Background: an optimization exercise with open tools, aiming at small area, a short achievable clock period and few clock cycles. Do not read the settings as production practice.
Function was checked by simulation only, so behaviour that the tests miss may differ from the original.
No activity file was given, so power comes from the tool's default toggle rates.

==> job 7145: inputs <==
// xillybus_wrapper
module xillybus_wrapper (
    input  wire        ap_clk,
    input  wire        ap_rst,
    input  wire [31:0] in_r_dout,
    input  wire        in_r_empty_n,
    output wire        in_r_read,
    output wire [31:0] out_r_din,
    input  wire        out_r_full_n,
    output wire        out_r_write,
    input  wire [7:0]  debug_ready,
    output wire [7:0]  debug_out,
    output wire        debug_out_ap_vld
);
export LEC_CHECK = 0
export ABC_AREA = 1
export CAP_MARGIN = 35
export CORE_MARGIN = 2
export CORE_UTILIZATION = 40
export SETUP_SLACK_MARGIN = 5
export SLEW_MARGIN = 35
export SYNTH_MEMORY_MAX_BITS = 16384
create_clock -name core_clock -period 10.0 [get_ports {ap_clk}]
run.sh (not shown) runs the stock make flow with config.mk's settings and CLKGATE_MAP_FILE= SYNTH_SCRIPT=/design/flow/synth_recipe.tcl, a recipe that flattens the netlist after the stock synthesis.
==> inputs of job 917, as changes to job 7145 <==
--- a/flow/design.v
+++ b/flow/design.v
@@ -1,9 +1,50 @@
 `timescale 1 ns / 1 ps
 module sin_fopi_win(input [7:0] q, output [15:0] w);
-  localparam [255:0] FOPI = 256'h000000000000028be60db9391054a7f09d5f47d4d377036d8a5664f10e417f94;
-  assign w = FOPI >> q;
+  reg [15:0] lo, hi;
+  always @(*) begin
+    case (q[7:4])
+      4'd0: lo = 16'h7f94;
+      4'd1: lo = 16'h0e41;
+      4'd2: lo = 16'h64f1;
+      4'd3: lo = 16'h8a56;
+      4'd4: lo = 16'h036d;
+      4'd5: lo = 16'hd377;
+      4'd6: lo = 16'h47d4;
+      4'd7: lo = 16'h9d5f;
+      4'd8: lo = 16'ha7f0;
+      4'd9: lo = 16'h1054;
+      4'd10: lo = 16'hb939;
+      4'd11: lo = 16'he60d;
+      4'd12: lo = 16'h028b;
+      4'd13: lo = 16'h0000;
+      4'd14: lo = 16'h0000;
+      4'd15: lo = 16'h0000;
+    endcase
+  end
+  always @(*) begin
+    case (q[7:4])
+      4'd0: hi = 16'h0e41;
+      4'd1: hi = 16'h64f1;
+      4'd2: hi = 16'h8a56;
+      4'd3: hi = 16'h036d;
+      4'd4: hi = 16'hd377;
+      4'd5: hi = 16'h47d4;
+      4'd6: hi = 16'h9d5f;
+      4'd7: hi = 16'ha7f0;
+      4'd8: hi = 16'h1054;
+      4'd9: hi = 16'hb939;
+      4'd10: hi = 16'he60d;
+      4'd11: hi = 16'h028b;
+      4'd12: hi = 16'h0000;
+      4'd13: hi = 16'h0000;
+      4'd14: hi = 16'h0000;
+      4'd15: hi = 16'h0000;
+    endcase
+  end
+  wire [31:0] f = {hi, lo} >> q[3:0];
+  assign w = f[15:0];
 endmodule
 `timescale 1 ns / 1 ps
 module sin_coef_rom(input [7:0] a, output reg [28:0] t1, output reg [22:0] s6, output reg [14:0] s8);
   always @(*) begin
     case (a)
@@ -1798,11 +1839,11 @@
 wire [14:0] rs8;
 sin_coef_rom u_rom (.a({~COSB, R[28:22]}), .t1(rt1), .s6(rs6), .s8(rs8));
 wire [46:0] ps_n, pc_n;
 sin_csa_mul u_mul (.a(A), .c(C), .ps(ps_n), .pc(pc_n));
 reg  [4:0]  sc_n;
-reg         acc_sh, acc_mk, acc_x, a_fwd;
+reg         acc_sh, acc_mk, acc_x;
 wire signed [46:0] accin = acc_sh ? (S >>> 16) :
                            acc_mk ? $signed({S[46:16], 16'd0}) : 47'sd0;
 wire signed [46:0] xadd  = acc_x ? $signed({{2{R[28]}}, R[28:0], 16'd0}) : 47'sd0;
 wire signed [46:0] macc  = accin + xadd + $signed(PS) + $signed(PC);
 wire [57:0] v58 = {S[12:0], R[47:3]};
@@ -1815,23 +1856,25 @@
         clz29 = 5'd29;
         for (i = 0; i < 29; i = i + 1)
             if (x[i]) clz29 = 28 - i;
     end
 endfunction
+wire        fin = (sc == 5'd19);
+wire [28:0] rv  = S[44:16];
+wire [57:0] nin = fin ? {rv, 29'd0} : R;
 wire [28:0] hi  = R[57:29];
-wire [4:0]  z   = clz29(hi);
-wire [57:0] nsh = R << z;
+wire [4:0]  z   = clz29(nin[57:29]);
+wire [57:0] nsh = nin << z;
 wire [28:0] Mx  = nsh[57:29];
 wire [7:0]  Ex  = (cp ? (E + 8'd131) : 8'd0) - {3'd0, z};
 wire        cosb = K[0] ^ K[1];
 wire [7:0]  ep  = 8'd125 - E;
 wire [28:0] B   = ~cp ? hi : (ep >= 8'd29) ? 29'd0 : (hi >> ep[4:0]);
 wire [28:0] mxs = cosb ? 29'h1fffffff : Mx;
 wire [7:0]  Exs = cosb ? 8'd0 : Ex;
-wire [28:0] rv   = S[44:16];
-wire [4:0]  z2   = clz29(rv);
-wire [28:0] val  = rv << z2;
+wire [4:0]  z2   = z;
+wire [28:0] val  = Mx;
 wire signed [9:0] ne = E9 - $signed({5'd0, z2});
 wire        uf   = ne[9] | (rv == 29'd0);
 wire [7:0]  fexp = uf ? 8'd0 : ne[7:0];
 wire [22:0] fman = uf ? 23'd0 : val[27:5];
 wire        infn = (E == 8'hff);
@@ -1848,27 +1891,26 @@
                          {s271, fexp, fman};
 always @(*) begin
     case (sc)
         5'd0: sc_n = ld_x2 ? 5'd1 : 5'd0;
         5'd1: sc_n = respend ? 5'd1 : 5'd2;
-        5'd18: sc_n = 5'd0;
+        5'd19: sc_n = 5'd0;
         default: sc_n = sc + 5'd1;
     endcase
 end
 always @(posedge ap_clk) begin
     if (ap_rst) begin
         sc <= 5'd0; respend <= 1'b0;
-        acc_sh <= 1'b0; acc_mk <= 1'b0; acc_x <= 1'b0; a_fwd <= 1'b0;
+        acc_sh <= 1'b0; acc_mk <= 1'b0; acc_x <= 1'b0;
     end else begin
         sc <= sc_n;
         if (s_done) respend <= 1'b0;
-        if (sc == 5'd18) respend <= 1'b1;
+        if (sc == 5'd19) respend <= 1'b1;
         acc_sh <= (sc_n == 5'd4) | (sc_n == 5'd5) | (sc_n == 5'd6) | (sc_n == 5'd7) |
-                  (sc_n == 5'd13) | (sc_n == 5'd17);
+                  (sc_n == 5'd13) | (sc_n == 5'd18);
         acc_mk <= (sc_n == 5'd14);
         acc_x  <= (sc_n == 5'd14);
-        a_fwd  <= (sc_n == 5'd14);
     end
 end
 always @(posedge ap_clk) begin
     PS <= ps_n;
     PC <= pc_n;
@@ -1884,26 +1926,27 @@
     case (sc)
         5'd9:  C <= {1'b0, B[21:7]};
         5'd10: C <= {R[6:0], 9'd0};
         5'd11: C <= {1'b0, R[21:7]};
         5'd12: C <= {1'b0, S[29:15]};
-        5'd14: C <= {R[41:29], 3'd0};
-        5'd15: C <= R[57:42];
+        5'd15: C <= {R[41:29], 3'd0};
+        5'd16: C <= R[57:42];
         default: C <= win;
     endcase
     if (ld_x2) A <= {6'd0, 1'b1, in_r_dout[22:0]};
     else case (sc)
         5'd9:  A <= {15'd0, B[21:7]};
         5'd10: A <= {{7{rs6[22]}}, rs6};
         5'd12: A <= {{15{rs8[14]}}, rs8};
-        default: if (a_fwd) A <= macc[45:16];
+        5'd15: A <= S[45:16];
+        default: ;
     endcase
     case (sc)
         5'd5, 5'd6, 5'd7: R[47:0] <= {S[15:0], R[47:16]};
         5'd8: begin R <= p7; K <= kk; end
         5'd9: begin R <= {mxs, B}; COSB <= cosb; E9 <= 10'sd127 + $signed({{2{Exs[7]}}, Exs}); end
         5'd12: R[28:0] <= rt1;
-        5'd18: R[31:0] <= res;
+        5'd19: R[31:0] <= res;
         default: ;
     endcase
 end
 endmodule
==> comparison table <==
Status: job 7145 timing/DRC/antenna clean; job 917 timing/DRC/antenna clean
Flop and latch count out of synthesis: job 7145 385; job 917 416
Ratio of cells with drive above 1 in the final layout: job 7145 8.48%; job 917 8.28%
Capture instance of the worst register-to-register path: job 7145 R[13]; job 917 R[20]
Multiplexer share of the synthesized area: job 7145 0.465%; job 917 0.446%
Total via count after detailed routing: job 7145 72.8k; job 917 69.4k
Cell Pwr Density: job 7145 419 nW/µm²; job 917 334 nW/µm²
Total GRT Usage: job 7145 51.2%; job 917 52.7%
Predominant post-synthesis flop cell: job 7145 sky130_fd_sc_hd__edfxtp_1; job 917 sky130_fd_sc_hd__dfxtp_1
Power Sequential: job 7145 3.28 mW; job 917 3.16 mW
Count of inserted antenna diode cells: job 7145 36; job 917 34
Launch point of the worst hold path: job 7145 ypend; job 917 cb[0]
Maximum number of pins on one net before global-route repair: job 7145 78; job 917 80
Met2 wire length: job 7145 147 mm; job 917 139 mm
Share of the clock period used by the worst path: job 7145 55.4%; job 917 55.4%
Clock network fraction of design power: job 7145 6.6%; job 917 10.4%
Final worst clock skew: job 7145 0.0330 ns; job 917 0.0456 ns
Combined area of the multi-input logic cells: job 7145 41100 µm²; job 917 38400 µm²
Testbench counts of job 7145, summed over its fixed seeds: cycles 13,454.
Testbench counts of job 917, summed over its fixed seeds: cycles 13,454.

-- afterwards: timing with drivers on the ports --
In the flow no input, the clock included, has a driving cell. The finished layouts below were timed again as built, in two steps.
Step 1 sets driving cells, clkbuf_16 on the clock port and buf_2 on the other inputs (assumed; they add their load-dependent delay and slew).
Step 2 also shifts input and output timing later by t, the mid clock arrival at the registers, as if the neighbouring blocks saw the same clock.
a / b / c = no drivers / after step 1 / after step 2; a / b = the first two.
run	t, ns	slack for setup (ns)	hold WS [ns]	pins driven straight from the clock port
job 7145	0.683	4.459 / 4.459 / 4.459	0.531 / 0.531 / 0.531	1
job 917	0.748	4.465 / 4.465 / 4.465	0.539 / 0.539 / 0.539	1
After both steps every run listed still meets setup and hold.
